Context: an optimization exercise on an open-source flow, tuned for small area. The choices shown serve that exercise and are no tape-out recipe. Function was checked by simulation only, so behaviour that the tests miss may differ from the original. Power is estimated from default activity; no workload was simulated.

## design/flow/config.mk

```make
export PLATFORM = sky130hd
export DESIGN_NAME = RISCV
export DESIGN_NICKNAME = RISCV
export VERILOG_FILES = /design/flow/design.v
export SDC_FILE = /design/flow/constraint.sdc
export NUM_CORES = 4
export LEC_CHECK = 0
export CAP_MARGIN = 20
export CORE_MARGIN = 2
export CORE_UTILIZATION = 40
export SLEW_MARGIN = 20
```

## design/flow/constraint.sdc

```tcl
create_clock -name core_clock -period 10.0 [get_ports {clock}]
set_input_delay 2.0000 -clock core_clock [delete_from_list [all_inputs] [get_ports {clock}]]
set_output_delay 2.0000 -clock core_clock [all_outputs]
set_load 0.01 [all_outputs]
```

## design/flow/design.v

```verilog
module Rx(
  input        clock,
  input        reset,
  input        io_rxd,  
  input        io_channel_ready,  
  output       io_channel_valid,  
  output [7:0] io_channel_bits  
);
  reg  rxReg_REG;  
  reg  rxReg;  
  reg  falling_REG;  
  wire  falling = ~rxReg & falling_REG;  
  reg [7:0] shiftReg;  
  reg [19:0] cntReg;  
  reg [3:0] bitsReg;  
  reg  valReg;  
  wire [19:0] _cntReg_T_1 = cntReg - 20'h1;  
  wire [7:0] _shiftReg_T_1 = {rxReg,shiftReg[7:1]};  
  wire [3:0] _bitsReg_T_1 = bitsReg - 4'h1;  
  wire  _GEN_0 = bitsReg == 4'h1 | valReg;  
  assign io_channel_valid = valReg;  
  assign io_channel_bits = shiftReg;  
  always @(posedge clock) begin
    if (reset) begin  
      rxReg_REG <= 1'h0;  
    end else begin
      rxReg_REG <= io_rxd;  
    end
    if (reset) begin  
      rxReg <= 1'h0;  
    end else begin
      rxReg <= rxReg_REG;  
    end
    falling_REG <= rxReg;  
    if (reset) begin  
      shiftReg <= 8'h0;  
    end else if (!(cntReg != 20'h0)) begin  
      if (bitsReg != 4'h0) begin  
        shiftReg <= _shiftReg_T_1;  
      end
    end
    if (reset) begin  
      cntReg <= 20'h363;  
    end else if (cntReg != 20'h0) begin  
      cntReg <= _cntReg_T_1;  
    end else if (bitsReg != 4'h0) begin  
      cntReg <= 20'h363;  
    end else if (falling) begin  
      cntReg <= 20'h514;  
    end
    if (reset) begin  
      bitsReg <= 4'h0;  
    end else if (!(cntReg != 20'h0)) begin  
      if (bitsReg != 4'h0) begin  
        bitsReg <= _bitsReg_T_1;  
      end else if (falling) begin  
        bitsReg <= 4'h8;  
      end
    end
    if (reset) begin  
      valReg <= 1'h0;  
    end else if (valReg & io_channel_ready) begin  
      valReg <= 1'h0;  
    end else if (!(cntReg != 20'h0)) begin  
      if (bitsReg != 4'h0) begin  
        valReg <= _GEN_0;
      end
    end
  end
endmodule
module Tx(
  input        clock,
  input        reset,
  output       io_txd,  
  output       io_channel_ready,  
  input        io_channel_valid,  
  input  [7:0] io_channel_bits  
);
  reg [10:0] shiftReg;  
  reg [19:0] cntReg;  
  reg [3:0] bitsReg;  
  wire  _io_channel_ready_T = cntReg == 20'h0;  
  wire [9:0] shift = shiftReg[10:1];  
  wire [10:0] _shiftReg_T_1 = {1'h1,shift};  
  wire [3:0] _bitsReg_T_1 = bitsReg - 4'h1;  
  wire [10:0] _shiftReg_T_3 = {2'h3,io_channel_bits,1'h0};  
  wire [19:0] _cntReg_T_1 = cntReg - 20'h1;  
  assign io_txd = shiftReg[0];  
  assign io_channel_ready = cntReg == 20'h0 & bitsReg == 4'h0;  
  always @(posedge clock) begin
    if (reset) begin  
      shiftReg <= 11'h7ff;  
    end else if (_io_channel_ready_T) begin  
      if (bitsReg != 4'h0) begin  
        shiftReg <= _shiftReg_T_1;  
      end else if (io_channel_valid) begin  
        shiftReg <= _shiftReg_T_3;  
      end else begin
        shiftReg <= 11'h7ff;  
      end
    end
    if (reset) begin  
      cntReg <= 20'h0;  
    end else if (_io_channel_ready_T) begin  
      cntReg <= 20'h363;  
    end else begin
      cntReg <= _cntReg_T_1;  
    end
    if (reset) begin  
      bitsReg <= 4'h0;  
    end else if (_io_channel_ready_T) begin  
      if (bitsReg != 4'h0) begin  
        bitsReg <= _bitsReg_T_1;  
      end else if (io_channel_valid) begin  
        bitsReg <= 4'hb;  
      end
    end
  end
endmodule
module Buffer(
  input        clock,
  input        reset,
  output       io_in_ready,  
  input        io_in_valid,  
  input  [7:0] io_in_bits,  
  input        io_out_ready,  
  output       io_out_valid,  
  output [7:0] io_out_bits  
);
  reg  stateReg;  
  reg [7:0] dataReg;  
  wire  _io_in_ready_T = ~stateReg;  
  wire  _GEN_1 = io_in_valid | stateReg;  
  assign io_in_ready = ~stateReg;  
  assign io_out_valid = stateReg;  
  assign io_out_bits = dataReg;  
  always @(posedge clock) begin
    if (reset) begin  
      stateReg <= 1'h0;  
    end else if (_io_in_ready_T) begin  
      stateReg <= _GEN_1;
    end else if (io_out_ready) begin  
      stateReg <= 1'h0;  
    end
    if (reset) begin  
      dataReg <= 8'h0;  
    end else if (_io_in_ready_T) begin  
      if (io_in_valid) begin  
        dataReg <= io_in_bits;  
      end
    end
  end
endmodule
module BufferedTx(
  input        clock,
  input        reset,
  output       io_txd,  
  output       io_channel_ready,  
  input        io_channel_valid,  
  input  [7:0] io_channel_bits  
);
  wire  tx_clock;  
  wire  tx_reset;  
  wire  tx_io_txd;  
  wire  tx_io_channel_ready;  
  wire  tx_io_channel_valid;  
  wire [7:0] tx_io_channel_bits;  
  wire  buf__clock;  
  wire  buf__reset;  
  wire  buf__io_in_ready;  
  wire  buf__io_in_valid;  
  wire [7:0] buf__io_in_bits;  
  wire  buf__io_out_ready;  
  wire  buf__io_out_valid;  
  wire [7:0] buf__io_out_bits;  
  Tx tx (  
    .clock(tx_clock),
    .reset(tx_reset),
    .io_txd(tx_io_txd),
    .io_channel_ready(tx_io_channel_ready),
    .io_channel_valid(tx_io_channel_valid),
    .io_channel_bits(tx_io_channel_bits)
  );
  Buffer buf_ (  
    .clock(buf__clock),
    .reset(buf__reset),
    .io_in_ready(buf__io_in_ready),
    .io_in_valid(buf__io_in_valid),
    .io_in_bits(buf__io_in_bits),
    .io_out_ready(buf__io_out_ready),
    .io_out_valid(buf__io_out_valid),
    .io_out_bits(buf__io_out_bits)
  );
  assign io_txd = tx_io_txd;  
  assign io_channel_ready = buf__io_in_ready;  
  assign tx_clock = clock;
  assign tx_reset = reset;
  assign tx_io_channel_valid = buf__io_out_valid;  
  assign tx_io_channel_bits = buf__io_out_bits;  
  assign buf__clock = clock;
  assign buf__reset = reset;
  assign buf__io_in_valid = io_channel_valid;  
  assign buf__io_in_bits = io_channel_bits;  
  assign buf__io_out_ready = tx_io_channel_ready;  
endmodule
module Queue(
  input   clock,
  input   reset,
  output  io_enq_ready,  
  input   io_enq_valid  
);
  reg [4:0] enq_ptr_value;  
  reg  maybe_full;  
  wire  ptr_match = enq_ptr_value == 5'h0;  
  wire  full = ptr_match & maybe_full;  
  wire  do_enq = io_enq_ready & io_enq_valid;  
  wire [4:0] _value_T_1 = enq_ptr_value + 5'h1;  
  assign io_enq_ready = ~full;  
  always @(posedge clock) begin
    if (reset) begin  
      enq_ptr_value <= 5'h0;  
    end else if (do_enq) begin  
      enq_ptr_value <= _value_T_1;  
    end
    if (reset) begin  
      maybe_full <= 1'h0;  
    end else if (do_enq) begin  
      maybe_full <= do_enq;  
    end
  end
endmodule
module Uart(
  input        clock,
  input        reset,
  input        io_rx,  
  input        io_sendResponse,  
  input  [3:0] io_responseType,  
  input        io_captureEnable,  
  input        io_clearBuffer,  
  output       io_tx  
);
  wire  rxm_clock;  
  wire  rxm_reset;  
  wire  rxm_io_rxd;  
  wire  rxm_io_channel_ready;  
  wire  rxm_io_channel_valid;  
  wire [7:0] rxm_io_channel_bits;  
  wire  txm_clock;  
  wire  txm_reset;  
  wire  txm_io_txd;  
  wire  txm_io_channel_ready;  
  wire  txm_io_channel_valid;  
  wire [7:0] txm_io_channel_bits;  
  wire  inQ_clock;  
  wire  inQ_reset;  
  wire  inQ_io_enq_ready;  
  wire  inQ_io_enq_valid;  
  reg [7:0] rxStored_0;  
  reg [7:0] rxStored_1;  
  reg [7:0] rxStored_2;  
  reg [7:0] rxStored_3;  
  reg [7:0] rxStored_4;  
  reg [7:0] rxStored_5;  
  reg [7:0] rxStored_6;  
  reg [7:0] rxStored_7;  
  reg [7:0] rxStored_8;  
  reg [7:0] rxStored_9;  
  reg [7:0] rxStored_10;  
  reg [7:0] rxStored_11;  
  reg [7:0] rxStored_12;  
  reg [7:0] rxStored_13;  
  reg [7:0] rxStored_14;  
  reg [7:0] rxStored_15;  
  reg [7:0] rxStored_16;  
  reg [7:0] rxStored_17;  
  reg [7:0] rxStored_18;  
  reg [7:0] rxStored_19;  
  reg [7:0] rxStored_20;  
  reg [7:0] rxStored_21;  
  reg [7:0] rxStored_22;  
  reg [7:0] rxStored_23;  
  reg [7:0] rxStored_24;  
  reg [7:0] rxStored_25;  
  reg [7:0] rxStored_26;  
  reg [7:0] rxStored_27;  
  reg [7:0] rxStored_28;  
  reg [7:0] rxStored_29;  
  reg [7:0] rxStored_30;  
  reg [7:0] rxStored_31;  
  reg [5:0] rxCount;  
  wire  rxFire = rxm_io_channel_valid & rxm_io_channel_ready;  
  wire [7:0] _rxStored_T_3 = rxm_io_channel_bits;  
  wire [5:0] _rxCount_T_1 = rxCount + 6'h1;  
  wire [3:0] _msgSel_T_1 = io_responseType <= 4'h2 ? io_responseType : 4'h3;  
  reg [5:0] idx;  
  reg  sending;  
  reg  sendPrev;  
  wire  sendRise = io_sendResponse & ~sendPrev;  
  wire  _GEN_66 = sendRise & ~sending | sending;  
  wire [5:0] _GEN_67 = sendRise & ~sending ? 6'h0 : idx;  
  wire [1:0] msgSel = _msgSel_T_1[1:0];  
  wire [7:0] _GEN_69 = 2'h0 == msgSel & 6'h1 == idx ? 8'h72 : 8'h50;  
  wire [7:0] _GEN_70 = 2'h0 == msgSel & 6'h2 == idx ? 8'h6f : _GEN_69;  
  wire [7:0] _GEN_71 = 2'h0 == msgSel & 6'h3 == idx ? 8'h67 : _GEN_70;  
  wire [7:0] _GEN_72 = 2'h0 == msgSel & 6'h4 == idx ? 8'h72 : _GEN_71;  
  wire [7:0] _GEN_73 = 2'h0 == msgSel & 6'h5 == idx ? 8'h61 : _GEN_72;  
  wire [7:0] _GEN_74 = 2'h0 == msgSel & 6'h6 == idx ? 8'h6d : _GEN_73;  
  wire [7:0] _GEN_75 = 2'h0 == msgSel & 6'h7 == idx ? 8'h20 : _GEN_74;  
  wire [7:0] _GEN_76 = 2'h0 == msgSel & 6'h8 == idx ? 8'h52 : _GEN_75;  
  wire [7:0] _GEN_77 = 2'h0 == msgSel & 6'h9 == idx ? 8'h65 : _GEN_76;  
  wire [7:0] _GEN_78 = 2'h0 == msgSel & 6'ha == idx ? 8'h63 : _GEN_77;  
  wire [7:0] _GEN_79 = 2'h0 == msgSel & 6'hb == idx ? 8'h65 : _GEN_78;  
  wire [7:0] _GEN_80 = 2'h0 == msgSel & 6'hc == idx ? 8'h69 : _GEN_79;  
  wire [7:0] _GEN_81 = 2'h0 == msgSel & 6'hd == idx ? 8'h76 : _GEN_80;  
  wire [7:0] _GEN_82 = 2'h0 == msgSel & 6'he == idx ? 8'h65 : _GEN_81;  
  wire [7:0] _GEN_83 = 2'h0 == msgSel & 6'hf == idx ? 8'h64 : _GEN_82;  
  wire [7:0] _GEN_84 = 2'h0 == msgSel & 6'h10 == idx ? 8'h21 : _GEN_83;  
  wire [7:0] _GEN_85 = 2'h0 == msgSel & 6'h11 == idx ? 8'hd : _GEN_84;  
  wire [7:0] _GEN_86 = 2'h0 == msgSel & 6'h12 == idx ? 8'ha : _GEN_85;  
  wire [7:0] _GEN_87 = 2'h0 == msgSel & 6'h13 == idx ? 8'h20 : _GEN_86;  
  wire [7:0] _GEN_88 = 2'h0 == msgSel & 6'h14 == idx ? 8'h20 : _GEN_87;  
  wire [7:0] _GEN_89 = 2'h0 == msgSel & 6'h15 == idx ? 8'h20 : _GEN_88;  
  wire [7:0] _GEN_90 = 2'h0 == msgSel & 6'h16 == idx ? 8'h20 : _GEN_89;  
  wire [7:0] _GEN_91 = 2'h0 == msgSel & 6'h17 == idx ? 8'h20 : _GEN_90;  
  wire [7:0] _GEN_92 = 2'h0 == msgSel & 6'h18 == idx ? 8'h20 : _GEN_91;  
  wire [7:0] _GEN_93 = 2'h0 == msgSel & 6'h19 == idx ? 8'h20 : _GEN_92;  
  wire [7:0] _GEN_94 = 2'h0 == msgSel & 6'h1a == idx ? 8'h20 : _GEN_93;  
  wire [7:0] _GEN_95 = 2'h0 == msgSel & 6'h1b == idx ? 8'h20 : _GEN_94;  
  wire [7:0] _GEN_96 = 2'h0 == msgSel & 6'h1c == idx ? 8'h20 : _GEN_95;  
  wire [7:0] _GEN_97 = 2'h0 == msgSel & 6'h1d == idx ? 8'h20 : _GEN_96;  
  wire [7:0] _GEN_98 = 2'h0 == msgSel & 6'h1e == idx ? 8'h20 : _GEN_97;  
  wire [7:0] _GEN_99 = 2'h0 == msgSel & 6'h1f == idx ? 8'h20 : _GEN_98;  
  wire [7:0] _GEN_100 = 2'h0 == msgSel & 6'h20 == idx ? 8'h20 : _GEN_99;  
  wire [7:0] _GEN_101 = 2'h0 == msgSel & 6'h21 == idx ? 8'h20 : _GEN_100;  
  wire [7:0] _GEN_102 = 2'h0 == msgSel & 6'h22 == idx ? 8'h20 : _GEN_101;  
  wire [7:0] _GEN_103 = 2'h0 == msgSel & 6'h23 == idx ? 8'h20 : _GEN_102;  
  wire [7:0] _GEN_104 = 2'h0 == msgSel & 6'h24 == idx ? 8'h20 : _GEN_103;  
  wire [7:0] _GEN_105 = 2'h0 == msgSel & 6'h25 == idx ? 8'h20 : _GEN_104;  
  wire [7:0] _GEN_106 = 2'h0 == msgSel & 6'h26 == idx ? 8'h20 : _GEN_105;  
  wire [7:0] _GEN_107 = 2'h0 == msgSel & 6'h27 == idx ? 8'h20 : _GEN_106;  
  wire [7:0] _GEN_108 = 2'h0 == msgSel & 6'h28 == idx ? 8'h20 : _GEN_107;  
  wire [7:0] _GEN_109 = 2'h0 == msgSel & 6'h29 == idx ? 8'h20 : _GEN_108;  
  wire [7:0] _GEN_110 = 2'h0 == msgSel & 6'h2a == idx ? 8'h20 : _GEN_109;  
  wire [7:0] _GEN_111 = 2'h0 == msgSel & 6'h2b == idx ? 8'h20 : _GEN_110;  
  wire [7:0] _GEN_112 = 2'h0 == msgSel & 6'h2c == idx ? 8'h20 : _GEN_111;  
  wire [7:0] _GEN_113 = 2'h0 == msgSel & 6'h2d == idx ? 8'h20 : _GEN_112;  
  wire [7:0] _GEN_114 = 2'h0 == msgSel & 6'h2e == idx ? 8'h20 : _GEN_113;  
  wire [7:0] _GEN_115 = 2'h0 == msgSel & 6'h2f == idx ? 8'h20 : _GEN_114;  
  wire [7:0] _GEN_116 = 2'h0 == msgSel & 6'h30 == idx ? 8'h20 : _GEN_115;  
  wire [7:0] _GEN_117 = 2'h0 == msgSel & 6'h31 == idx ? 8'h20 : _GEN_116;  
  wire [7:0] _GEN_118 = 2'h0 == msgSel & 6'h32 == idx ? 8'h20 : _GEN_117;  
  wire [7:0] _GEN_119 = 2'h0 == msgSel & 6'h33 == idx ? 8'h20 : _GEN_118;  
  wire [7:0] _GEN_120 = 2'h0 == msgSel & 6'h34 == idx ? 8'h20 : _GEN_119;  
  wire [7:0] _GEN_121 = 2'h0 == msgSel & 6'h35 == idx ? 8'h20 : _GEN_120;  
  wire [7:0] _GEN_122 = 2'h0 == msgSel & 6'h36 == idx ? 8'h20 : _GEN_121;  
  wire [7:0] _GEN_123 = 2'h0 == msgSel & 6'h37 == idx ? 8'h20 : _GEN_122;  
  wire [7:0] _GEN_124 = 2'h0 == msgSel & 6'h38 == idx ? 8'h20 : _GEN_123;  
  wire [7:0] _GEN_125 = 2'h0 == msgSel & 6'h39 == idx ? 8'h20 : _GEN_124;  
  wire [7:0] _GEN_126 = 2'h0 == msgSel & 6'h3a == idx ? 8'h20 : _GEN_125;  
  wire [7:0] _GEN_127 = 2'h0 == msgSel & 6'h3b == idx ? 8'h20 : _GEN_126;  
  wire [7:0] _GEN_128 = 2'h0 == msgSel & 6'h3c == idx ? 8'h20 : _GEN_127;  
  wire [7:0] _GEN_129 = 2'h0 == msgSel & 6'h3d == idx ? 8'h20 : _GEN_128;  
  wire [7:0] _GEN_130 = 2'h0 == msgSel & 6'h3e == idx ? 8'h20 : _GEN_129;  
  wire [7:0] _GEN_131 = 2'h0 == msgSel & 6'h3f == idx ? 8'h20 : _GEN_130;  
  wire [7:0] _GEN_132 = 2'h1 == msgSel & 6'h0 == idx ? 8'h44 : _GEN_131;  
  wire [7:0] _GEN_133 = 2'h1 == msgSel & 6'h1 == idx ? 8'h75 : _GEN_132;  
  wire [7:0] _GEN_134 = 2'h1 == msgSel & 6'h2 == idx ? 8'h6d : _GEN_133;  
  wire [7:0] _GEN_135 = 2'h1 == msgSel & 6'h3 == idx ? 8'h6d : _GEN_134;  
  wire [7:0] _GEN_136 = 2'h1 == msgSel & 6'h4 == idx ? 8'h79 : _GEN_135;  
  wire [7:0] _GEN_137 = 2'h1 == msgSel & 6'h5 == idx ? 8'h20 : _GEN_136;  
  wire [7:0] _GEN_138 = 2'h1 == msgSel & 6'h6 == idx ? 8'h50 : _GEN_137;  
  wire [7:0] _GEN_139 = 2'h1 == msgSel & 6'h7 == idx ? 8'h72 : _GEN_138;  
  wire [7:0] _GEN_140 = 2'h1 == msgSel & 6'h8 == idx ? 8'h6f : _GEN_139;  
  wire [7:0] _GEN_141 = 2'h1 == msgSel & 6'h9 == idx ? 8'h66 : _GEN_140;  
  wire [7:0] _GEN_142 = 2'h1 == msgSel & 6'ha == idx ? 8'h69 : _GEN_141;  
  wire [7:0] _GEN_143 = 2'h1 == msgSel & 6'hb == idx ? 8'h6c : _GEN_142;  
  wire [7:0] _GEN_144 = 2'h1 == msgSel & 6'hc == idx ? 8'h69 : _GEN_143;  
  wire [7:0] _GEN_145 = 2'h1 == msgSel & 6'hd == idx ? 8'h6e : _GEN_144;  
  wire [7:0] _GEN_146 = 2'h1 == msgSel & 6'he == idx ? 8'h67 : _GEN_145;  
  wire [7:0] _GEN_147 = 2'h1 == msgSel & 6'hf == idx ? 8'h20 : _GEN_146;  
  wire [7:0] _GEN_148 = 2'h1 == msgSel & 6'h10 == idx ? 8'h44 : _GEN_147;  
  wire [7:0] _GEN_149 = 2'h1 == msgSel & 6'h11 == idx ? 8'h61 : _GEN_148;  
  wire [7:0] _GEN_150 = 2'h1 == msgSel & 6'h12 == idx ? 8'h74 : _GEN_149;  
  wire [7:0] _GEN_151 = 2'h1 == msgSel & 6'h13 == idx ? 8'h61 : _GEN_150;  
  wire [7:0] _GEN_152 = 2'h1 == msgSel & 6'h14 == idx ? 8'h21 : _GEN_151;  
  wire [7:0] _GEN_153 = 2'h1 == msgSel & 6'h15 == idx ? 8'h20 : _GEN_152;  
  wire [7:0] _GEN_154 = 2'h1 == msgSel & 6'h16 == idx ? 8'h28 : _GEN_153;  
  wire [7:0] _GEN_155 = 2'h1 == msgSel & 6'h17 == idx ? 8'h4e : _GEN_154;  
  wire [7:0] _GEN_156 = 2'h1 == msgSel & 6'h18 == idx ? 8'h6f : _GEN_155;  
  wire [7:0] _GEN_157 = 2'h1 == msgSel & 6'h19 == idx ? 8'h74 : _GEN_156;  
  wire [7:0] _GEN_158 = 2'h1 == msgSel & 6'h1a == idx ? 8'h20 : _GEN_157;  
  wire [7:0] _GEN_159 = 2'h1 == msgSel & 6'h1b == idx ? 8'h49 : _GEN_158;  
  wire [7:0] _GEN_160 = 2'h1 == msgSel & 6'h1c == idx ? 8'h6d : _GEN_159;  
  wire [7:0] _GEN_161 = 2'h1 == msgSel & 6'h1d == idx ? 8'h70 : _GEN_160;  
  wire [7:0] _GEN_162 = 2'h1 == msgSel & 6'h1e == idx ? 8'h6c : _GEN_161;  
  wire [7:0] _GEN_163 = 2'h1 == msgSel & 6'h1f == idx ? 8'h65 : _GEN_162;  
  wire [7:0] _GEN_164 = 2'h1 == msgSel & 6'h20 == idx ? 8'h6d : _GEN_163;  
  wire [7:0] _GEN_165 = 2'h1 == msgSel & 6'h21 == idx ? 8'h65 : _GEN_164;  
  wire [7:0] _GEN_166 = 2'h1 == msgSel & 6'h22 == idx ? 8'h6e : _GEN_165;  
  wire [7:0] _GEN_167 = 2'h1 == msgSel & 6'h23 == idx ? 8'h74 : _GEN_166;  
  wire [7:0] _GEN_168 = 2'h1 == msgSel & 6'h24 == idx ? 8'h65 : _GEN_167;  
  wire [7:0] _GEN_169 = 2'h1 == msgSel & 6'h25 == idx ? 8'h64 : _GEN_168;  
  wire [7:0] _GEN_170 = 2'h1 == msgSel & 6'h26 == idx ? 8'h20 : _GEN_169;  
  wire [7:0] _GEN_171 = 2'h1 == msgSel & 6'h27 == idx ? 8'h59 : _GEN_170;  
  wire [7:0] _GEN_172 = 2'h1 == msgSel & 6'h28 == idx ? 8'h65 : _GEN_171;  
  wire [7:0] _GEN_173 = 2'h1 == msgSel & 6'h29 == idx ? 8'h74 : _GEN_172;  
  wire [7:0] _GEN_174 = 2'h1 == msgSel & 6'h2a == idx ? 8'h21 : _GEN_173;  
  wire [7:0] _GEN_175 = 2'h1 == msgSel & 6'h2b == idx ? 8'h29 : _GEN_174;  
  wire [7:0] _GEN_176 = 2'h1 == msgSel & 6'h2c == idx ? 8'hd : _GEN_175;  
  wire [7:0] _GEN_177 = 2'h1 == msgSel & 6'h2d == idx ? 8'ha : _GEN_176;  
  wire [7:0] _GEN_178 = 2'h1 == msgSel & 6'h2e == idx ? 8'h20 : _GEN_177;  
  wire [7:0] _GEN_179 = 2'h1 == msgSel & 6'h2f == idx ? 8'h20 : _GEN_178;  
  wire [7:0] _GEN_180 = 2'h1 == msgSel & 6'h30 == idx ? 8'h20 : _GEN_179;  
  wire [7:0] _GEN_181 = 2'h1 == msgSel & 6'h31 == idx ? 8'h20 : _GEN_180;  
  wire [7:0] _GEN_182 = 2'h1 == msgSel & 6'h32 == idx ? 8'h20 : _GEN_181;  
  wire [7:0] _GEN_183 = 2'h1 == msgSel & 6'h33 == idx ? 8'h20 : _GEN_182;  
  wire [7:0] _GEN_184 = 2'h1 == msgSel & 6'h34 == idx ? 8'h20 : _GEN_183;  
  wire [7:0] _GEN_185 = 2'h1 == msgSel & 6'h35 == idx ? 8'h20 : _GEN_184;  
  wire [7:0] _GEN_186 = 2'h1 == msgSel & 6'h36 == idx ? 8'h20 : _GEN_185;  
  wire [7:0] _GEN_187 = 2'h1 == msgSel & 6'h37 == idx ? 8'h20 : _GEN_186;  
  wire [7:0] _GEN_188 = 2'h1 == msgSel & 6'h38 == idx ? 8'h20 : _GEN_187;  
  wire [7:0] _GEN_189 = 2'h1 == msgSel & 6'h39 == idx ? 8'h20 : _GEN_188;  
  wire [7:0] _GEN_190 = 2'h1 == msgSel & 6'h3a == idx ? 8'h20 : _GEN_189;  
  wire [7:0] _GEN_191 = 2'h1 == msgSel & 6'h3b == idx ? 8'h20 : _GEN_190;  
  wire [7:0] _GEN_192 = 2'h1 == msgSel & 6'h3c == idx ? 8'h20 : _GEN_191;  
  wire [7:0] _GEN_193 = 2'h1 == msgSel & 6'h3d == idx ? 8'h20 : _GEN_192;  
  wire [7:0] _GEN_194 = 2'h1 == msgSel & 6'h3e == idx ? 8'h20 : _GEN_193;  
  wire [7:0] _GEN_195 = 2'h1 == msgSel & 6'h3f == idx ? 8'h20 : _GEN_194;  
  wire [7:0] _GEN_196 = 2'h2 == msgSel & 6'h0 == idx ? rxStored_0 : _GEN_195;  
  wire [7:0] _GEN_197 = 2'h2 == msgSel & 6'h1 == idx ? rxStored_1 : _GEN_196;  
  wire [7:0] _GEN_198 = 2'h2 == msgSel & 6'h2 == idx ? rxStored_2 : _GEN_197;  
  wire [7:0] _GEN_199 = 2'h2 == msgSel & 6'h3 == idx ? rxStored_3 : _GEN_198;  
  wire [7:0] _GEN_200 = 2'h2 == msgSel & 6'h4 == idx ? rxStored_4 : _GEN_199;  
  wire [7:0] _GEN_201 = 2'h2 == msgSel & 6'h5 == idx ? rxStored_5 : _GEN_200;  
  wire [7:0] _GEN_202 = 2'h2 == msgSel & 6'h6 == idx ? rxStored_6 : _GEN_201;  
  wire [7:0] _GEN_203 = 2'h2 == msgSel & 6'h7 == idx ? rxStored_7 : _GEN_202;  
  wire [7:0] _GEN_204 = 2'h2 == msgSel & 6'h8 == idx ? rxStored_8 : _GEN_203;  
  wire [7:0] _GEN_205 = 2'h2 == msgSel & 6'h9 == idx ? rxStored_9 : _GEN_204;  
  wire [7:0] _GEN_206 = 2'h2 == msgSel & 6'ha == idx ? rxStored_10 : _GEN_205;  
  wire [7:0] _GEN_207 = 2'h2 == msgSel & 6'hb == idx ? rxStored_11 : _GEN_206;  
  wire [7:0] _GEN_208 = 2'h2 == msgSel & 6'hc == idx ? rxStored_12 : _GEN_207;  
  wire [7:0] _GEN_209 = 2'h2 == msgSel & 6'hd == idx ? rxStored_13 : _GEN_208;  
  wire [7:0] _GEN_210 = 2'h2 == msgSel & 6'he == idx ? rxStored_14 : _GEN_209;  
  wire [7:0] _GEN_211 = 2'h2 == msgSel & 6'hf == idx ? rxStored_15 : _GEN_210;  
  wire [7:0] _GEN_212 = 2'h2 == msgSel & 6'h10 == idx ? rxStored_16 : _GEN_211;  
  wire [7:0] _GEN_213 = 2'h2 == msgSel & 6'h11 == idx ? rxStored_17 : _GEN_212;  
  wire [7:0] _GEN_214 = 2'h2 == msgSel & 6'h12 == idx ? rxStored_18 : _GEN_213;  
  wire [7:0] _GEN_215 = 2'h2 == msgSel & 6'h13 == idx ? rxStored_19 : _GEN_214;  
  wire [7:0] _GEN_216 = 2'h2 == msgSel & 6'h14 == idx ? rxStored_20 : _GEN_215;  
  wire [7:0] _GEN_217 = 2'h2 == msgSel & 6'h15 == idx ? rxStored_21 : _GEN_216;  
  wire [7:0] _GEN_218 = 2'h2 == msgSel & 6'h16 == idx ? rxStored_22 : _GEN_217;  
  wire [7:0] _GEN_219 = 2'h2 == msgSel & 6'h17 == idx ? rxStored_23 : _GEN_218;  
  wire [7:0] _GEN_220 = 2'h2 == msgSel & 6'h18 == idx ? rxStored_24 : _GEN_219;  
  wire [7:0] _GEN_221 = 2'h2 == msgSel & 6'h19 == idx ? rxStored_25 : _GEN_220;  
  wire [7:0] _GEN_222 = 2'h2 == msgSel & 6'h1a == idx ? rxStored_26 : _GEN_221;  
  wire [7:0] _GEN_223 = 2'h2 == msgSel & 6'h1b == idx ? rxStored_27 : _GEN_222;  
  wire [7:0] _GEN_224 = 2'h2 == msgSel & 6'h1c == idx ? rxStored_28 : _GEN_223;  
  wire [7:0] _GEN_225 = 2'h2 == msgSel & 6'h1d == idx ? rxStored_29 : _GEN_224;  
  wire [7:0] _GEN_226 = 2'h2 == msgSel & 6'h1e == idx ? rxStored_30 : _GEN_225;  
  wire [7:0] _GEN_227 = 2'h2 == msgSel & 6'h1f == idx ? rxStored_31 : _GEN_226;  
  wire [7:0] _GEN_228 = 2'h2 == msgSel & 6'h20 == idx ? 8'h0 : _GEN_227;  
  wire [7:0] _GEN_229 = 2'h2 == msgSel & 6'h21 == idx ? 8'h0 : _GEN_228;  
  wire [7:0] _GEN_230 = 2'h2 == msgSel & 6'h22 == idx ? 8'h0 : _GEN_229;  
  wire [7:0] _GEN_231 = 2'h2 == msgSel & 6'h23 == idx ? 8'h0 : _GEN_230;  
  wire [7:0] _GEN_232 = 2'h2 == msgSel & 6'h24 == idx ? 8'h0 : _GEN_231;  
  wire [7:0] _GEN_233 = 2'h2 == msgSel & 6'h25 == idx ? 8'h0 : _GEN_232;  
  wire [7:0] _GEN_234 = 2'h2 == msgSel & 6'h26 == idx ? 8'h0 : _GEN_233;  
  wire [7:0] _GEN_235 = 2'h2 == msgSel & 6'h27 == idx ? 8'h0 : _GEN_234;  
  wire [7:0] _GEN_236 = 2'h2 == msgSel & 6'h28 == idx ? 8'h0 : _GEN_235;  
  wire [7:0] _GEN_237 = 2'h2 == msgSel & 6'h29 == idx ? 8'h0 : _GEN_236;  
  wire [7:0] _GEN_238 = 2'h2 == msgSel & 6'h2a == idx ? 8'h0 : _GEN_237;  
  wire [7:0] _GEN_239 = 2'h2 == msgSel & 6'h2b == idx ? 8'h0 : _GEN_238;  
  wire [7:0] _GEN_240 = 2'h2 == msgSel & 6'h2c == idx ? 8'h0 : _GEN_239;  
  wire [7:0] _GEN_241 = 2'h2 == msgSel & 6'h2d == idx ? 8'h0 : _GEN_240;  
  wire [7:0] _GEN_242 = 2'h2 == msgSel & 6'h2e == idx ? 8'h0 : _GEN_241;  
  wire [7:0] _GEN_243 = 2'h2 == msgSel & 6'h2f == idx ? 8'h0 : _GEN_242;  
  wire [7:0] _GEN_244 = 2'h2 == msgSel & 6'h30 == idx ? 8'h0 : _GEN_243;  
  wire [7:0] _GEN_245 = 2'h2 == msgSel & 6'h31 == idx ? 8'h0 : _GEN_244;  
  wire [7:0] _GEN_246 = 2'h2 == msgSel & 6'h32 == idx ? 8'h0 : _GEN_245;  
  wire [7:0] _GEN_247 = 2'h2 == msgSel & 6'h33 == idx ? 8'h0 : _GEN_246;  
  wire [7:0] _GEN_248 = 2'h2 == msgSel & 6'h34 == idx ? 8'h0 : _GEN_247;  
  wire [7:0] _GEN_249 = 2'h2 == msgSel & 6'h35 == idx ? 8'h0 : _GEN_248;  
  wire [7:0] _GEN_250 = 2'h2 == msgSel & 6'h36 == idx ? 8'h0 : _GEN_249;  
  wire [7:0] _GEN_251 = 2'h2 == msgSel & 6'h37 == idx ? 8'h0 : _GEN_250;  
  wire [7:0] _GEN_252 = 2'h2 == msgSel & 6'h38 == idx ? 8'h0 : _GEN_251;  
  wire [7:0] _GEN_253 = 2'h2 == msgSel & 6'h39 == idx ? 8'h0 : _GEN_252;  
  wire [7:0] _GEN_254 = 2'h2 == msgSel & 6'h3a == idx ? 8'h0 : _GEN_253;  
  wire [7:0] _GEN_255 = 2'h2 == msgSel & 6'h3b == idx ? 8'h0 : _GEN_254;  
  wire [7:0] _GEN_256 = 2'h2 == msgSel & 6'h3c == idx ? 8'h0 : _GEN_255;  
  wire [7:0] _GEN_257 = 2'h2 == msgSel & 6'h3d == idx ? 8'h0 : _GEN_256;  
  wire [7:0] _GEN_258 = 2'h2 == msgSel & 6'h3e == idx ? 8'h0 : _GEN_257;  
  wire [7:0] _GEN_259 = 2'h2 == msgSel & 6'h3f == idx ? 8'h0 : _GEN_258;  
  wire [7:0] _GEN_260 = 2'h3 == msgSel & 6'h0 == idx ? 8'h49 : _GEN_259;  
  wire [7:0] _GEN_261 = 2'h3 == msgSel & 6'h1 == idx ? 8'h6e : _GEN_260;  
  wire [7:0] _GEN_262 = 2'h3 == msgSel & 6'h2 == idx ? 8'h76 : _GEN_261;  
  wire [7:0] _GEN_263 = 2'h3 == msgSel & 6'h3 == idx ? 8'h61 : _GEN_262;  
  wire [7:0] _GEN_264 = 2'h3 == msgSel & 6'h4 == idx ? 8'h6c : _GEN_263;  
  wire [7:0] _GEN_265 = 2'h3 == msgSel & 6'h5 == idx ? 8'h69 : _GEN_264;  
  wire [7:0] _GEN_266 = 2'h3 == msgSel & 6'h6 == idx ? 8'h64 : _GEN_265;  
  wire [7:0] _GEN_267 = 2'h3 == msgSel & 6'h7 == idx ? 8'h20 : _GEN_266;  
  wire [7:0] _GEN_268 = 2'h3 == msgSel & 6'h8 == idx ? 8'h52 : _GEN_267;  
  wire [7:0] _GEN_269 = 2'h3 == msgSel & 6'h9 == idx ? 8'h65 : _GEN_268;  
  wire [7:0] _GEN_270 = 2'h3 == msgSel & 6'ha == idx ? 8'h73 : _GEN_269;  
  wire [7:0] _GEN_271 = 2'h3 == msgSel & 6'hb == idx ? 8'h70 : _GEN_270;  
  wire [7:0] _GEN_272 = 2'h3 == msgSel & 6'hc == idx ? 8'h6f : _GEN_271;  
  wire [7:0] _GEN_273 = 2'h3 == msgSel & 6'hd == idx ? 8'h6e : _GEN_272;  
  wire [7:0] _GEN_274 = 2'h3 == msgSel & 6'he == idx ? 8'h73 : _GEN_273;  
  wire [7:0] _GEN_275 = 2'h3 == msgSel & 6'hf == idx ? 8'h65 : _GEN_274;  
  wire [7:0] _GEN_276 = 2'h3 == msgSel & 6'h10 == idx ? 8'h20 : _GEN_275;  
  wire [7:0] _GEN_277 = 2'h3 == msgSel & 6'h11 == idx ? 8'h54 : _GEN_276;  
  wire [7:0] _GEN_278 = 2'h3 == msgSel & 6'h12 == idx ? 8'h79 : _GEN_277;  
  wire [7:0] _GEN_279 = 2'h3 == msgSel & 6'h13 == idx ? 8'h70 : _GEN_278;  
  wire [7:0] _GEN_280 = 2'h3 == msgSel & 6'h14 == idx ? 8'h65 : _GEN_279;  
  wire [7:0] _GEN_281 = 2'h3 == msgSel & 6'h15 == idx ? 8'h21 : _GEN_280;  
  wire [7:0] _GEN_282 = 2'h3 == msgSel & 6'h16 == idx ? 8'hd : _GEN_281;  
  wire [7:0] _GEN_283 = 2'h3 == msgSel & 6'h17 == idx ? 8'ha : _GEN_282;  
  wire [7:0] _GEN_284 = 2'h3 == msgSel & 6'h18 == idx ? 8'h20 : _GEN_283;  
  wire [7:0] _GEN_285 = 2'h3 == msgSel & 6'h19 == idx ? 8'h20 : _GEN_284;  
  wire [7:0] _GEN_286 = 2'h3 == msgSel & 6'h1a == idx ? 8'h20 : _GEN_285;  
  wire [7:0] _GEN_287 = 2'h3 == msgSel & 6'h1b == idx ? 8'h20 : _GEN_286;  
  wire [7:0] _GEN_288 = 2'h3 == msgSel & 6'h1c == idx ? 8'h20 : _GEN_287;  
  wire [7:0] _GEN_289 = 2'h3 == msgSel & 6'h1d == idx ? 8'h20 : _GEN_288;  
  wire [7:0] _GEN_290 = 2'h3 == msgSel & 6'h1e == idx ? 8'h20 : _GEN_289;  
  wire [7:0] _GEN_291 = 2'h3 == msgSel & 6'h1f == idx ? 8'h20 : _GEN_290;  
  wire [7:0] _GEN_292 = 2'h3 == msgSel & 6'h20 == idx ? 8'h20 : _GEN_291;  
  wire [7:0] _GEN_293 = 2'h3 == msgSel & 6'h21 == idx ? 8'h20 : _GEN_292;  
  wire [7:0] _GEN_294 = 2'h3 == msgSel & 6'h22 == idx ? 8'h20 : _GEN_293;  
  wire [7:0] _GEN_295 = 2'h3 == msgSel & 6'h23 == idx ? 8'h20 : _GEN_294;  
  wire [7:0] _GEN_296 = 2'h3 == msgSel & 6'h24 == idx ? 8'h20 : _GEN_295;  
  wire [7:0] _GEN_297 = 2'h3 == msgSel & 6'h25 == idx ? 8'h20 : _GEN_296;  
  wire [7:0] _GEN_298 = 2'h3 == msgSel & 6'h26 == idx ? 8'h20 : _GEN_297;  
  wire [7:0] _GEN_299 = 2'h3 == msgSel & 6'h27 == idx ? 8'h20 : _GEN_298;  
  wire [7:0] _GEN_300 = 2'h3 == msgSel & 6'h28 == idx ? 8'h20 : _GEN_299;  
  wire [7:0] _GEN_301 = 2'h3 == msgSel & 6'h29 == idx ? 8'h20 : _GEN_300;  
  wire [7:0] _GEN_302 = 2'h3 == msgSel & 6'h2a == idx ? 8'h20 : _GEN_301;  
  wire [7:0] _GEN_303 = 2'h3 == msgSel & 6'h2b == idx ? 8'h20 : _GEN_302;  
  wire [7:0] _GEN_304 = 2'h3 == msgSel & 6'h2c == idx ? 8'h20 : _GEN_303;  
  wire [7:0] _GEN_305 = 2'h3 == msgSel & 6'h2d == idx ? 8'h20 : _GEN_304;  
  wire [7:0] _GEN_306 = 2'h3 == msgSel & 6'h2e == idx ? 8'h20 : _GEN_305;  
  wire [7:0] _GEN_307 = 2'h3 == msgSel & 6'h2f == idx ? 8'h20 : _GEN_306;  
  wire [7:0] _GEN_308 = 2'h3 == msgSel & 6'h30 == idx ? 8'h20 : _GEN_307;  
  wire [7:0] _GEN_309 = 2'h3 == msgSel & 6'h31 == idx ? 8'h20 : _GEN_308;  
  wire [7:0] _GEN_310 = 2'h3 == msgSel & 6'h32 == idx ? 8'h20 : _GEN_309;  
  wire [7:0] _GEN_311 = 2'h3 == msgSel & 6'h33 == idx ? 8'h20 : _GEN_310;  
  wire [7:0] _GEN_312 = 2'h3 == msgSel & 6'h34 == idx ? 8'h20 : _GEN_311;  
  wire [7:0] _GEN_313 = 2'h3 == msgSel & 6'h35 == idx ? 8'h20 : _GEN_312;  
  wire [7:0] _GEN_314 = 2'h3 == msgSel & 6'h36 == idx ? 8'h20 : _GEN_313;  
  wire [7:0] _GEN_315 = 2'h3 == msgSel & 6'h37 == idx ? 8'h20 : _GEN_314;  
  wire [7:0] _GEN_316 = 2'h3 == msgSel & 6'h38 == idx ? 8'h20 : _GEN_315;  
  wire [7:0] _GEN_317 = 2'h3 == msgSel & 6'h39 == idx ? 8'h20 : _GEN_316;  
  wire [7:0] _GEN_318 = 2'h3 == msgSel & 6'h3a == idx ? 8'h20 : _GEN_317;  
  wire [7:0] _GEN_319 = 2'h3 == msgSel & 6'h3b == idx ? 8'h20 : _GEN_318;  
  wire [7:0] _GEN_320 = 2'h3 == msgSel & 6'h3c == idx ? 8'h20 : _GEN_319;  
  wire [7:0] _GEN_321 = 2'h3 == msgSel & 6'h3d == idx ? 8'h20 : _GEN_320;  
  wire [7:0] _GEN_322 = 2'h3 == msgSel & 6'h3e == idx ? 8'h20 : _GEN_321;  
  wire [7:0] _GEN_323 = 2'h3 == msgSel & 6'h3f == idx ? 8'h20 : _GEN_322;  
  wire [5:0] _T_7 = rxCount - 6'h1;  
  wire [5:0] _idx_T_1 = idx + 6'h1;  
  Rx rxm (  
    .clock(rxm_clock),
    .reset(rxm_reset),
    .io_rxd(rxm_io_rxd),
    .io_channel_ready(rxm_io_channel_ready),
    .io_channel_valid(rxm_io_channel_valid),
    .io_channel_bits(rxm_io_channel_bits)
  );
  BufferedTx txm (  
    .clock(txm_clock),
    .reset(txm_reset),
    .io_txd(txm_io_txd),
    .io_channel_ready(txm_io_channel_ready),
    .io_channel_valid(txm_io_channel_valid),
    .io_channel_bits(txm_io_channel_bits)
  );
  Queue inQ (  
    .clock(inQ_clock),
    .reset(inQ_reset),
    .io_enq_ready(inQ_io_enq_ready),
    .io_enq_valid(inQ_io_enq_valid)
  );
  assign io_tx = txm_io_txd;  
  assign rxm_clock = clock;
  assign rxm_reset = reset;
  assign rxm_io_rxd = io_rx;  
  assign rxm_io_channel_ready = io_captureEnable ? inQ_io_enq_ready : 1'h1;  
  assign txm_clock = clock;
  assign txm_reset = reset;
  assign txm_io_channel_valid = sending;  
  assign txm_io_channel_bits = sending ? _GEN_323 : 8'h0;  
  assign inQ_clock = clock;
  assign inQ_reset = reset;
  assign inQ_io_enq_valid = rxm_io_channel_valid & io_captureEnable;  
  always @(posedge clock) begin
    if (reset) begin  
      rxStored_0 <= 8'h0;  
    end else if (io_captureEnable & rxFire & rxCount < 6'h20) begin  
      if (5'h0 == rxCount[4:0]) begin  
        rxStored_0 <= _rxStored_T_3;  
      end
    end
    if (reset) begin  
      rxStored_1 <= 8'h0;  
    end else if (io_captureEnable & rxFire & rxCount < 6'h20) begin  
      if (5'h1 == rxCount[4:0]) begin  
        rxStored_1 <= _rxStored_T_3;  
      end
    end
    if (reset) begin  
      rxStored_2 <= 8'h0;  
    end else if (io_captureEnable & rxFire & rxCount < 6'h20) begin  
      if (5'h2 == rxCount[4:0]) begin  
        rxStored_2 <= _rxStored_T_3;  
      end
    end
    if (reset) begin  
      rxStored_3 <= 8'h0;  
    end else if (io_captureEnable & rxFire & rxCount < 6'h20) begin  
      if (5'h3 == rxCount[4:0]) begin  
        rxStored_3 <= _rxStored_T_3;  
      end
    end
    if (reset) begin  
      rxStored_4 <= 8'h0;  
    end else if (io_captureEnable & rxFire & rxCount < 6'h20) begin  
      if (5'h4 == rxCount[4:0]) begin  
        rxStored_4 <= _rxStored_T_3;  
      end
    end
    if (reset) begin  
      rxStored_5 <= 8'h0;  
    end else if (io_captureEnable & rxFire & rxCount < 6'h20) begin  
      if (5'h5 == rxCount[4:0]) begin  
        rxStored_5 <= _rxStored_T_3;  
      end
    end
    if (reset) begin  
      rxStored_6 <= 8'h0;  
    end else if (io_captureEnable & rxFire & rxCount < 6'h20) begin  
      if (5'h6 == rxCount[4:0]) begin  
        rxStored_6 <= _rxStored_T_3;  
      end
    end
    if (reset) begin  
      rxStored_7 <= 8'h0;  
    end else if (io_captureEnable & rxFire & rxCount < 6'h20) begin  
      if (5'h7 == rxCount[4:0]) begin  
        rxStored_7 <= _rxStored_T_3;  
      end
    end
    if (reset) begin  
      rxStored_8 <= 8'h0;  
    end else if (io_captureEnable & rxFire & rxCount < 6'h20) begin  
      if (5'h8 == rxCount[4:0]) begin  
        rxStored_8 <= _rxStored_T_3;  
      end
    end
    if (reset) begin  
      rxStored_9 <= 8'h0;  
    end else if (io_captureEnable & rxFire & rxCount < 6'h20) begin  
      if (5'h9 == rxCount[4:0]) begin  
        rxStored_9 <= _rxStored_T_3;  
      end
    end
    if (reset) begin  
      rxStored_10 <= 8'h0;  
    end else if (io_captureEnable & rxFire & rxCount < 6'h20) begin  
      if (5'ha == rxCount[4:0]) begin  
        rxStored_10 <= _rxStored_T_3;  
      end
    end
    if (reset) begin  
      rxStored_11 <= 8'h0;  
    end else if (io_captureEnable & rxFire & rxCount < 6'h20) begin  
      if (5'hb == rxCount[4:0]) begin  
        rxStored_11 <= _rxStored_T_3;  
      end
    end
    if (reset) begin  
      rxStored_12 <= 8'h0;  
    end else if (io_captureEnable & rxFire & rxCount < 6'h20) begin  
      if (5'hc == rxCount[4:0]) begin  
        rxStored_12 <= _rxStored_T_3;  
      end
    end
    if (reset) begin  
      rxStored_13 <= 8'h0;  
    end else if (io_captureEnable & rxFire & rxCount < 6'h20) begin  
      if (5'hd == rxCount[4:0]) begin  
        rxStored_13 <= _rxStored_T_3;  
      end
    end
    if (reset) begin  
      rxStored_14 <= 8'h0;  
    end else if (io_captureEnable & rxFire & rxCount < 6'h20) begin  
      if (5'he == rxCount[4:0]) begin  
        rxStored_14 <= _rxStored_T_3;  
      end
    end
    if (reset) begin  
      rxStored_15 <= 8'h0;  
    end else if (io_captureEnable & rxFire & rxCount < 6'h20) begin  
      if (5'hf == rxCount[4:0]) begin  
        rxStored_15 <= _rxStored_T_3;  
      end
    end
    if (reset) begin  
      rxStored_16 <= 8'h0;  
    end else if (io_captureEnable & rxFire & rxCount < 6'h20) begin  
      if (5'h10 == rxCount[4:0]) begin  
        rxStored_16 <= _rxStored_T_3;  
      end
    end
    if (reset) begin  
      rxStored_17 <= 8'h0;  
    end else if (io_captureEnable & rxFire & rxCount < 6'h20) begin  
      if (5'h11 == rxCount[4:0]) begin  
        rxStored_17 <= _rxStored_T_3;  
      end
    end
    if (reset) begin  
      rxStored_18 <= 8'h0;  
    end else if (io_captureEnable & rxFire & rxCount < 6'h20) begin  
      if (5'h12 == rxCount[4:0]) begin  
        rxStored_18 <= _rxStored_T_3;  
      end
    end
    if (reset) begin  
      rxStored_19 <= 8'h0;  
    end else if (io_captureEnable & rxFire & rxCount < 6'h20) begin  
      if (5'h13 == rxCount[4:0]) begin  
        rxStored_19 <= _rxStored_T_3;  
      end
    end
    if (reset) begin  
      rxStored_20 <= 8'h0;  
    end else if (io_captureEnable & rxFire & rxCount < 6'h20) begin  
      if (5'h14 == rxCount[4:0]) begin  
        rxStored_20 <= _rxStored_T_3;  
      end
    end
    if (reset) begin  
      rxStored_21 <= 8'h0;  
    end else if (io_captureEnable & rxFire & rxCount < 6'h20) begin  
      if (5'h15 == rxCount[4:0]) begin  
        rxStored_21 <= _rxStored_T_3;  
      end
    end
    if (reset) begin  
      rxStored_22 <= 8'h0;  
    end else if (io_captureEnable & rxFire & rxCount < 6'h20) begin  
      if (5'h16 == rxCount[4:0]) begin  
        rxStored_22 <= _rxStored_T_3;  
      end
    end
    if (reset) begin  
      rxStored_23 <= 8'h0;  
    end else if (io_captureEnable & rxFire & rxCount < 6'h20) begin  
      if (5'h17 == rxCount[4:0]) begin  
        rxStored_23 <= _rxStored_T_3;  
      end
    end
    if (reset) begin  
      rxStored_24 <= 8'h0;  
    end else if (io_captureEnable & rxFire & rxCount < 6'h20) begin  
      if (5'h18 == rxCount[4:0]) begin  
        rxStored_24 <= _rxStored_T_3;  
      end
    end
    if (reset) begin  
      rxStored_25 <= 8'h0;  
    end else if (io_captureEnable & rxFire & rxCount < 6'h20) begin  
      if (5'h19 == rxCount[4:0]) begin  
        rxStored_25 <= _rxStored_T_3;  
      end
    end
    if (reset) begin  
      rxStored_26 <= 8'h0;  
    end else if (io_captureEnable & rxFire & rxCount < 6'h20) begin  
      if (5'h1a == rxCount[4:0]) begin  
        rxStored_26 <= _rxStored_T_3;  
      end
    end
    if (reset) begin  
      rxStored_27 <= 8'h0;  
    end else if (io_captureEnable & rxFire & rxCount < 6'h20) begin  
      if (5'h1b == rxCount[4:0]) begin  
        rxStored_27 <= _rxStored_T_3;  
      end
    end
    if (reset) begin  
      rxStored_28 <= 8'h0;  
    end else if (io_captureEnable & rxFire & rxCount < 6'h20) begin  
      if (5'h1c == rxCount[4:0]) begin  
        rxStored_28 <= _rxStored_T_3;  
      end
    end
    if (reset) begin  
      rxStored_29 <= 8'h0;  
    end else if (io_captureEnable & rxFire & rxCount < 6'h20) begin  
      if (5'h1d == rxCount[4:0]) begin  
        rxStored_29 <= _rxStored_T_3;  
      end
    end
    if (reset) begin  
      rxStored_30 <= 8'h0;  
    end else if (io_captureEnable & rxFire & rxCount < 6'h20) begin  
      if (5'h1e == rxCount[4:0]) begin  
        rxStored_30 <= _rxStored_T_3;  
      end
    end
    if (reset) begin  
      rxStored_31 <= 8'h0;  
    end else if (io_captureEnable & rxFire & rxCount < 6'h20) begin  
      if (5'h1f == rxCount[4:0]) begin  
        rxStored_31 <= _rxStored_T_3;  
      end
    end
    if (reset) begin  
      rxCount <= 6'h0;  
    end else if (io_captureEnable & rxFire & rxCount < 6'h20) begin  
      rxCount <= _rxCount_T_1;  
    end else if (io_clearBuffer) begin  
      rxCount <= 6'h0;  
    end
    if (reset) begin  
      idx <= 6'h0;  
    end else if (sending) begin  
      if (txm_io_channel_ready) begin  
        if (idx == _T_7) begin  
          idx <= _GEN_67;
        end else begin
          idx <= _idx_T_1;  
        end
      end else begin
        idx <= _GEN_67;
      end
    end else begin
      idx <= _GEN_67;
    end
    if (reset) begin  
      sending <= 1'h0;  
    end else if (sending) begin  
      if (txm_io_channel_ready) begin  
        if (idx == _T_7) begin  
          sending <= 1'h0;  
        end else begin
          sending <= _GEN_66;
        end
      end else begin
        sending <= _GEN_66;
      end
    end else begin
      sending <= _GEN_66;
    end
    if (reset) begin  
      sendPrev <= 1'h0;  
    end else begin
      sendPrev <= io_sendResponse;  
    end
  end
endmodule
module RISCV(
  input   clock,
  input   reset,
  input   io_rx,  
  input   io_readyToReadProgram,  
  input   io_runProgram,  
  output  io_tx,  
  output  io_idleLED,  
  output  io_listeningLED,  
  output  io_runningLED  
);
  wire  uart_clock;  
  wire  uart_reset;  
  wire  uart_io_rx;  
  wire  uart_io_sendResponse;  
  wire [3:0] uart_io_responseType;  
  wire  uart_io_captureEnable;  
  wire  uart_io_clearBuffer;  
  wire  uart_io_tx;  
  reg [1:0] state;  
  reg [3:0] uartResponseType;  
  reg  readyPrev;  
  reg  runPrev;  
  wire  readyRise = io_readyToReadProgram & ~readyPrev;  
  wire  runRise = io_runProgram & ~runPrev;  
  reg  captureActive;  
  wire  _GEN_0 = readyRise | captureActive;  
  wire  _GEN_2057 = 2'h2 == state ? 1'h0 : 2'h1 == state;  
  Uart uart (  
    .clock(uart_clock),
    .reset(uart_reset),
    .io_rx(uart_io_rx),
    .io_sendResponse(uart_io_sendResponse),
    .io_responseType(uart_io_responseType),
    .io_captureEnable(uart_io_captureEnable),
    .io_clearBuffer(uart_io_clearBuffer),
    .io_tx(uart_io_tx)
  );
  assign io_tx = uart_io_tx;  
  assign io_idleLED = 2'h0 == state;  
  assign io_listeningLED = 2'h0 == state ? 1'h0 : 2'h2 == state;  
  assign io_runningLED = 2'h0 == state ? 1'h0 : _GEN_2057;  
  assign uart_clock = clock;
  assign uart_reset = reset;
  assign uart_io_rx = io_rx;  
  assign uart_io_sendResponse = io_runProgram;  
  assign uart_io_responseType = uartResponseType;  
  assign uart_io_captureEnable = captureActive;  
  assign uart_io_clearBuffer = io_readyToReadProgram & ~readyPrev;  
  always @(posedge clock) begin
    if (reset) begin  
      state <= 2'h0;  
    end else if (io_runProgram) begin  
      state <= 2'h1;  
    end else if (readyRise) begin  
      state <= 2'h2;  
    end
    if (reset) begin  
      uartResponseType <= 4'h0;  
    end else if (io_runProgram) begin  
      uartResponseType <= 4'h2;  
    end
    if (reset) begin  
      readyPrev <= 1'h0;  
    end else begin
      readyPrev <= io_readyToReadProgram;  
    end
    if (reset) begin  
      runPrev <= 1'h0;  
    end else begin
      runPrev <= io_runProgram;  
    end
    if (reset) begin  
      captureActive <= 1'h0;  
    end else if (runRise) begin  
      captureActive <= 1'h0;  
    end else begin
      captureActive <= _GEN_0;
    end
  end
endmodule
```

## design/flow/run.sh

```bash
#!/bin/bash
# synth_recipe.tcl (not shown) runs the flow's synth.tcl, then flattens the netlist and writes it again
# the make line also repeats each setting of config.mk as NAME=value (left out here)
make -C /OpenROAD-flow-scripts/flow DESIGN_CONFIG=/design/flow/config.mk WORK_HOME=/design/flow/orfs CLKGATE_MAP_FILE= SYNTH_SCRIPT=/design/flow/synth_recipe.tcl finish
```

==> metrics.md <==
| Metric | Value |
|---|---|
| Vias in the first global route | `15446` |
| Drt pass-1 iters | `6` |
| Power density over cell area | `178 nW/µm²` |
| Top sig layer | `met4` |
| WL met1 | `25.6 mm` |
| Layout overhead on the synthesized area | `10.7%` |
| Wire length on met2 | `26.0 mm` |
| Max-slew headroom | `0.193` |
| Final slew viol count | `0` |
| Comb power frac | `0.098` |
| Site Rows | `76` |
| Clock power share | `0.460` |
| Period utilization | `0.402` |
| Total power | `3.47 mW` |
| Setup ws final | `5.98 ns` |
| Switching fraction of total power | `0.255` |
| Worst Path Required | `10.51 ns` |
| Switch Pwr | `886 µW` |
| CP endpoint kind | `register` |
| Ant diodes | `0` |
| Core Area | `43300 µm²` |
| Die ar. | `45700 µm²` |
| Vias/cell | `6.03` |
| Family with the most delay on the worst path | `compound AO/OA/AOI/OAI gates` |
| First-pass GRT wire length | `90.7 mm` |
| Ys flop type | `dfxtp_1` |
| Die Span Y | `214 µm` |
| Min-delay worst type | `register to register` |
| TritonCTS buffer count | `39` |
| Layout cells sized above 1 | `0.0675` |
| Cell variety after synth | `84` |
| Clk buf depth | `3` |
| H-tree levels | `2` |
| Post-synthesis sequential area ratio | `0.409` |
| Worst-path clk slew | `0.07 ns` |
| Register bit total from synthesis | `359` |
| Gr usage total | `0.257` |
| Most used cell, CP | `o21ai_0` |
| Crit path buf inv count | `1` |
| Root buffer cell | `clkbuf_16` |
| Chip Width | `214 µm` |
| Final-report setup violation count | `0` |
| P_leak | `7.14 nW` |
| Mapped Cells | `2189` |
| Number of remaining DRC errors | `0` |
| Peak supply drop | `147 µV` |
| Sum Neg Setup Slack | `0 ns` |
| Max Freq | `0.249 GHz` |
| Vias post-DR | `16393` |
| Sequential power share | `0.442` |
| Max_cap viols | `0` |
| I/O Buffers | `8` |
| Synthesized area per cell | `8.03 µm²` |
| Placer Congestion | `0.999` |
| Top flop regs | `uart.rxm.cntReg: 20 flops, uart.txm.tx.cntReg: 20 flops, uart.txm.tx.shiftReg: 9 flops` |
| Synth Net Count | `2214` |
| Critical path type | `register to register` |
| Ys async rst share | `0` |
| Status | `no timing/DRC/antenna violations` |
| Worst-skew pair later-pin latency | `0.57 ns` |
| Avg WL per Cell | `21.7 µm` |
| Syn Std Cell Area | `17600 µm²` |
| CTS sink count | `359` |
| Arr. time, crit path | `4.53 ns` |
| Routed wire length | `58.9 mm` |
| Synth warn | `6` |
| Hold_buf cts | `0` |
| Detail Placement HPWL | `38.6 mm` |
| CTS tree | `built` |
| Total grt overflow | `0` |
| Internal power | `2.59 mW` |
| Largest net degree at the start of global routing | `164` |
| RSZ-0062 raised after global routing | `no` |
| CP max FO | `28` |
| Clock Skew | `0.0203 ns` |
| Num ports | `9` |
| Initial cell density of the core | `0.406` |
| Number of synthesized flops with an enable pin | `0` |
| Final min period | `4.02 ns` |
| Worst path cell trace | `ha_1, buf_4, and2_1, nand2_1, a2111oi_0, o21ai_0, o21ai_0, a21o_1` |
| Cts repair resizes | `0` |
| Hold Violations, Final | `0` |
| Antenna violations before repair | `0` |
| CP Launch Type | `register` |
| Metal3 WL | `4.36 mm` |
| ANT nets after route | `0` |
| Postcts setup bufs | `0` |
| Worst Max-Slew Pin Slew | `1.20 ns` |
| Fillers | `4290` |
| Critical path's slowest cell | `a2111oi_0` |
| Largest stage delay, worst path | `0.92 ns` |
| Initial DRC Count | `1946` |
| Post-Place Worst Slack | `5.88 ns` |
| Final net count | `2126` |
-- cells in the final DEF (no fill, tap or decap), types with 13 or more instances in the layout --
cell,n
a22oi_1,13
xor2_1,16
nand3b_1,14
mux2i_1,152
a211oi_1,22
dfxtp_1,359
a21oi_1,183
o21ai_0,53
inv_1,26
nor4_1,25
o22ai_1,15
nor2b_1,25
nor2_1,306
xnor2_1,27
o221ai_1,21
nand3_1,147
buf_4,41
a31oi_1,22
clkbuf_16,40
nand4_1,18
ha_1,20
a221oi_1,18
nand2b_1,18
nand2_1,270
nor3_1,34
-- power by group through the flow --
stage                     registers (mW)  logic [mW]  clock network (mW)
after global placement              1.56       0.328                   0
after detailed placement            1.57       0.334                   0
after floorplan                     1.56       0.264                   0
after CTS                           1.54       0.337                1.61
final                               1.54       0.340                1.60
after global routing                1.54       0.382                1.67
-- per-stage QoR --
stage	instances	util	hold slack [ns]	cell area [µm²]
2_1_floorplan	2189	-	0.343	17600
3_3_place_gp	2644	0.417	0.358	18000
3_5_place_dp	2644	0.417	0.364	18000
4_1_cts	2716	0.450	0.372	19500
5_1_grt	2717	0.450	0.383	19500
6_report	2717	0.450	0.374	19500
-- worst paths after layout --
path                             start  cells after the start                                    end  slack [ns]
max             uart.idx[1]$_SDFF_PP0_                      8  uart.txm.buf_.dataReg[7]$_SDFFE_PP0P_        5.98
min          uart.rxm.rxReg$_SDFF_PP0_                      0           uart.rxm.falling_REG$_DFF_P_        0.37
max reg2reg     uart.idx[1]$_SDFF_PP0_                      8  uart.txm.buf_.dataReg[7]$_SDFFE_PP0P_        5.98
min reg2reg  uart.rxm.rxReg$_SDFF_PP0_                      0           uart.rxm.falling_REG$_DFF_P_        0.37
-- synthesized netlist by cell type, types with 20 or more instances --
cell      instances  share of area
nor3_1           36          0.010
mux2i_1         152          0.087
nand2_1         270          0.058
nor4_1           26         0.0093
clkbuf_1        133          0.028
a31oi_1          22         0.0078
a21oi_1         183          0.052
nor2_1          306          0.065
o221ai_1         21          0.010
ha_1             20          0.014
nor2b_1          28          0.010
a211oi_1         22         0.0094
nand3_1         147          0.042
dfxtp_1         359           0.41
buf_1            24         0.0051
xnor2_1          27          0.013
inv_1            26         0.0056
o21ai_0          53          0.015
-- metal layers --
layer,vias to the layer above,track usage
li1,7607,-
met1,7913,0.343
met2,687,0.408
met3,186,0.0420
met4,0,0.117
met5,-,0
-- cell type report --
class                      instances  area (µm²)  share of cell area
multi-input combinational       1626        9640               0.495
sequential                       359        7190               0.369
clock buffer                      56        1160              0.0597
tap                              585         732              0.0376
timing repair buffer              49         393              0.0202
clock inverter                    16         256              0.0132
inverter                          26        97.6             0.00501
-- cells by family after synthesis --
logic type	Yosys count	share of synthesized area
compound gates	458	0.169
xor+xnor	43	0.0214
fa+ha+maj	20	0.0142
buf+inv	204	0.0458
flops	359	0.409
mux	153	0.0872
simple gates	952	0.254
-- worst register-to-register path, cell delays in order, from the launching register on --
cell and delay [ns]:
dfxtp_1 0.45, ha_1 0.20, buf_4 0.34, and2_1 0.84, nand2_1 0.46, a2111oi_0 0.92
o21ai_0 0.18, o21ai_0 0.41, a21o_1 0.18

[re-timing with driven ports]
In the flow no input, the clock included, has a driving cell. The finished layout below was timed again as built, in two steps. Step 1 sets driving cells, clkbuf_16 on the clock port and buf_2 on the other inputs (assumed; they add their load-dependent delay and slew). Step 2, shift: input delay + t, output delay - t, t = (earliest + latest rising clock arrival at the registers) / 2. This alone moves slack from input paths to output paths. Three values: ideal ports, drivers, drivers and shift; two values: the first two.
shift t [ns]: 0.613
setup slack, ns: 5.980 / 5.980 / 5.782
cell pins on the clock port's net: 1
After both steps this run still meets setup and hold. For this run, drivers alone change the setup slack by 0.000 ns; drivers and shift together by -0.198 ns.
